Background: an optimization exercise with open tools, aiming at small area, a short achievable clock period and few clock cycles. Do not read the settings as production practice. Only simulation tests tie the RTL to the original design; equivalence was not proved. No activity file was given, so power comes from the tool's default toggle rates.

==> inputs of run Y <==
Design mycpu_top, start of the top module:
module mycpu_top(
    input  wire        clk,
    input  wire        resetn,
    output wire        inst_sram_en,
    output wire [ 3:0] inst_sram_wen,
    output wire [31:0] inst_sram_addr,
    output wire [31:0] inst_sram_wdata,
    input  wire [31:0] inst_sram_rdata,
    output wire        data_sram_en,
    output wire [ 3:0] data_sram_wen,
    output wire [31:0] data_sram_addr,
    output wire [31:0] data_sram_wdata,
    input  wire [31:0] data_sram_rdata,
    output wire [31:0] debug_wb_pc,
    output wire [ 3:0] debug_wb_rf_wen,
    output wire [ 4:0] debug_wb_rf_wnum,
    output wire [31:0] debug_wb_rf_wdata
);
Settings: LEC_CHECK=0, CAP_MARGIN=20, CORE_MARGIN=2, CORE_UTILIZATION=40, SLEW_MARGIN=20; clock period 11.0 ns.
standard.sh (not shown) runs the stock make flow with config.mk's settings and CLKGATE_MAP_FILE= SYNTH_SCRIPT=/design/flow/synth_recipe.tcl, a recipe that flattens the netlist after the stock synthesis.
==> flow/flow/run.sh <==
#!/bin/bash
# The standard layout (standard.sh), with two knobs changed:
#  - port buffers are buf_8 cells instead of the default delay-cell buffers
set -euo pipefail
bash standard.sh "BUFFER_PORTS_ARGS=-buffer_cell sky130_fd_sc_hd__buf_8" \
    SETUP_SLACK_MARGIN=7.0 finish > make_finish.log 2>&1
==> run M (differences from run Y) <==
--- a/flow/flow/run.sh
+++ b/flow/flow/run.sh
@@ -4,3 +4,3 @@
 set -euo pipefail
 bash standard.sh "BUFFER_PORTS_ARGS=-buffer_cell sky130_fd_sc_hd__buf_8" \
-    SETUP_SLACK_MARGIN=7.0 finish > make_finish.log 2>&1
+    SETUP_SLACK_MARGIN=6.5 finish > make_finish.log 2>&1
==> run_summary.xml <==
<?xml version="1.0" encoding="UTF-8"?>
<metrics>
  <group name="run_status">
    <metric name="outcome" unit="">timing/DRC/antenna clean</metric>
  </group>
  <group name="sta">
    <metric name="finalWorstSetupSlack" unit="ns">6.44</metric>
  </group>
  <group name="pwr">
    <metric name="p_clk_share" unit="%">32.1</metric>
  </group>
  <group name="final_layout">
    <metric name="final_cell_mix" unit="">sky130_fd_sc_hd__edfxtp_1 (1,251), sky130_fd_sc_hd__nand2_1 (536), sky130_fd_sc_hd__a21oi_1 (528)</metric>
    <metric name="layout.nonclk_buf_share" unit="%">5.78</metric>
  </group>
  <group name="detailed_routing">
    <metric name="post_drt_wl_per_cell" unit="um">35.1</metric>
    <metric name="drt_iter0_markers" unit="">12800</metric>
  </group>
  <group name="setup_path">
    <metric name="critical_path_peak_fanout" unit="">19</metric>
    <metric name="timing.critical_path.to" unit="">fe_pc[12]</metric>
  </group>
</metrics>
Source of the figures above: run M

==> run_summary.xml <==
<?xml version="1.0" encoding="UTF-8"?>
<metrics>
  <group name="run_status">
    <metric name="outcome" unit="">timing/DRC/antenna clean</metric>
  </group>
  <group name="detailed_routing">
    <metric name="drt_iter0_markers" unit="">14400</metric>
  </group>
  <group name="pwr">
    <metric name="p_clk_share" unit="%">31.7</metric>
  </group>
  <group name="setup_path">
    <metric name="timing.critical_path.to" unit="">fe_pc[5]</metric>
  </group>
  <group name="final_layout">
    <metric name="layout.nonclk_buf_share" unit="%">8.34</metric>
  </group>
</metrics>
Source of the figures above: run Y

Testbench counts of run Y, summed over its fixed seeds: cycles 39,777.
Testbench counts of run M, summed over its fixed seeds: cycles 39,777.

* * *

==> run E <==
Starting RTL as in the previous note.
clock: 11.0 ns
lec_check: 0
cap_margin: 20
core_margin: 2
core_utilization: 40
slew_margin: 20
==> flow/flow/run.sh <==
#!/bin/bash
# The standard layout (standard.sh), with two knobs changed:
#  - port buffers are buf_8 cells instead of the default delay-cell buffers
set -euo pipefail
bash standard.sh "BUFFER_PORTS_ARGS=-buffer_cell sky130_fd_sc_hd__buf_8" \
    SETUP_SLACK_MARGIN=6.8 finish > make_finish.log 2>&1
==> run X: changes against run E <==
--- a/flow/design.v
+++ b/flow/design.v
@@ -427,14 +427,13 @@
 wire d_la1 = ~ex_hit_a & mem_hit_a & mem_load & uses_rs;
 wire d_lb1 = ~ex_hit_b & mem_hit_b & mem_load & uses_rt;
 wire        ex_zero;     
 wire id_jr     = f_jr | f_jalr;
 wire jr_fast   = id_jr & ((ex_hit_a & ~ex_load) | (~ex_hit_a & mem_hit_a & ~mem_load));
 wire [13:0] jr_tgt = ex_hit_a ? ex_result[15:2] : mem_res[15:2];
-wire br_fast   = (i_beq | i_bne) &
-                 (((rt == 5'd0) & ex_hit_a & ex_addsub) | ((rs == 5'd0) & ex_hit_b & ex_addsub));
+wire br_fast   = (i_beq | i_bne) & (rt == 5'd0) & ex_hit_a & ex_addsub;
 wire br_fast_t = i_beq ? ex_zero : ~ex_zero;
 wire [13:0] br_tgt;
 wire        br_tgt_co;
 ksadd #(14) tgt_add(.a(fe_pc), .b(ir[13:0]), .cin(1'b0), .s(br_tgt), .cout(br_tgt_co));
 wire        pred_br = cond_br & ir[15];
 wire        id_pred = br_fast ? br_fast_t : pred_br;
@@ -526,13 +525,13 @@
         ex_lb2 <= 1'b0;
     end
 end
 wire [31:0] alu_b   = ex_b;
 wire [13:0] ex_seq  = ex_pc + 14'd2;
 wire [13:0] ex_tgt  = ex_imm[13:0];
-wire [31:0] ex_link = {16'hbfc0, ex_pc, 2'b00} + 32'd8;
+wire [31:0] ex_link = {(ex_pc > 14'h3ffd) ? 16'hbfc1 : 16'hbfc0, ex_seq, 2'b00};
 wire [31:0] ex_sum;
 alu alu(
     .a        (ex_a),
     .b        (alu_b),
     .sub      (ex_sub),
     .sa       (ex_sh_var ? ex_a[4:0] : ex_imm[10:6]),
==> flow/flow/run.sh (replaced) <==
#!/bin/bash
# The standard layout (standard.sh), with two knobs changed:
#  - port buffers are buf_4 cells instead of the default delay-cell buffers
set -euo pipefail
bash standard.sh "BUFFER_PORTS_ARGS=-buffer_cell sky130_fd_sc_hd__buf_4" \
    SETUP_SLACK_MARGIN=6.8 finish > make_finish.log 2>&1
==> flow/config.mk (replaced) <==
export PLATFORM = sky130hd
export DESIGN_NAME = mycpu_top
export DESIGN_NICKNAME = mycpu_top
export VERILOG_FILES = /design/flow/design.v
export SDC_FILE = /design/flow/constraint.sdc
export NUM_CORES = 4
export LEC_CHECK = 0
export CAP_MARGIN = 10
export CORE_MARGIN = 2
export CORE_UTILIZATION = 40
export CTS_CLUSTER_DIAMETER = 100
export CTS_CLUSTER_SIZE = 18
export SLEW_MARGIN = 10
==> notes <==
Against run E, the clock power of run X is smaller by 33%. In sequential power, run X and run E hardly differ. In run X the wire length is smaller than in run E, by 0.21%. Between run X and run E, the lower maximum frequency is in run X (gap 2.4%, measured against run E). Of run X and run E, run X has the higher clock skew (gap 0.027 ns).
Testbench counts of run E, summed over its fixed seeds: cycles 39,777.
Testbench counts of run X, summed over its fixed seeds: cycles 39,777.

[afterwards: timing with drivers on the ports]
No port has a modelled driver above. Below, the same layouts with a new extraction and two added sets of constraints.
Step 1 (the two cells are an assumption about what drives the block):
set clk [get_ports {clk}]
set_driving_cell -lib_cell sky130_fd_sc_hd__clkbuf_16 $clk
set_driving_cell -lib_cell sky130_fd_sc_hd__buf_2 [delete_from_list [all_inputs] $clk]
Step 2, shift: input delay + t, output delay - t, t = (earliest + latest rising clock arrival at the registers) / 2. This alone moves slack from input paths to output paths.
Three values: no drivers, after step 1, after step 2; two values: the first two.
run | t, ns | slack for setup (ns) | worst setup path at the end | worst data-port slew with drivers (ns)
run Y | 0.953 | 6.694 / 6.583 / 5.630 | input to register | 0.48
run M | 0.939 | 6.441 / 6.441 / 5.584 | input to register | 0.13
run E | 0.939 | 6.633 / 6.657 / 5.727 | input to register | 0.22
run X | 0.888 | 6.527 / 6.363 / 5.474 | input to register | 0.33
After both steps every run listed still meets setup and hold. The setup slack of run Y, which loses most, moves by -0.111 ns with the drivers and by -1.064 ns with both steps.
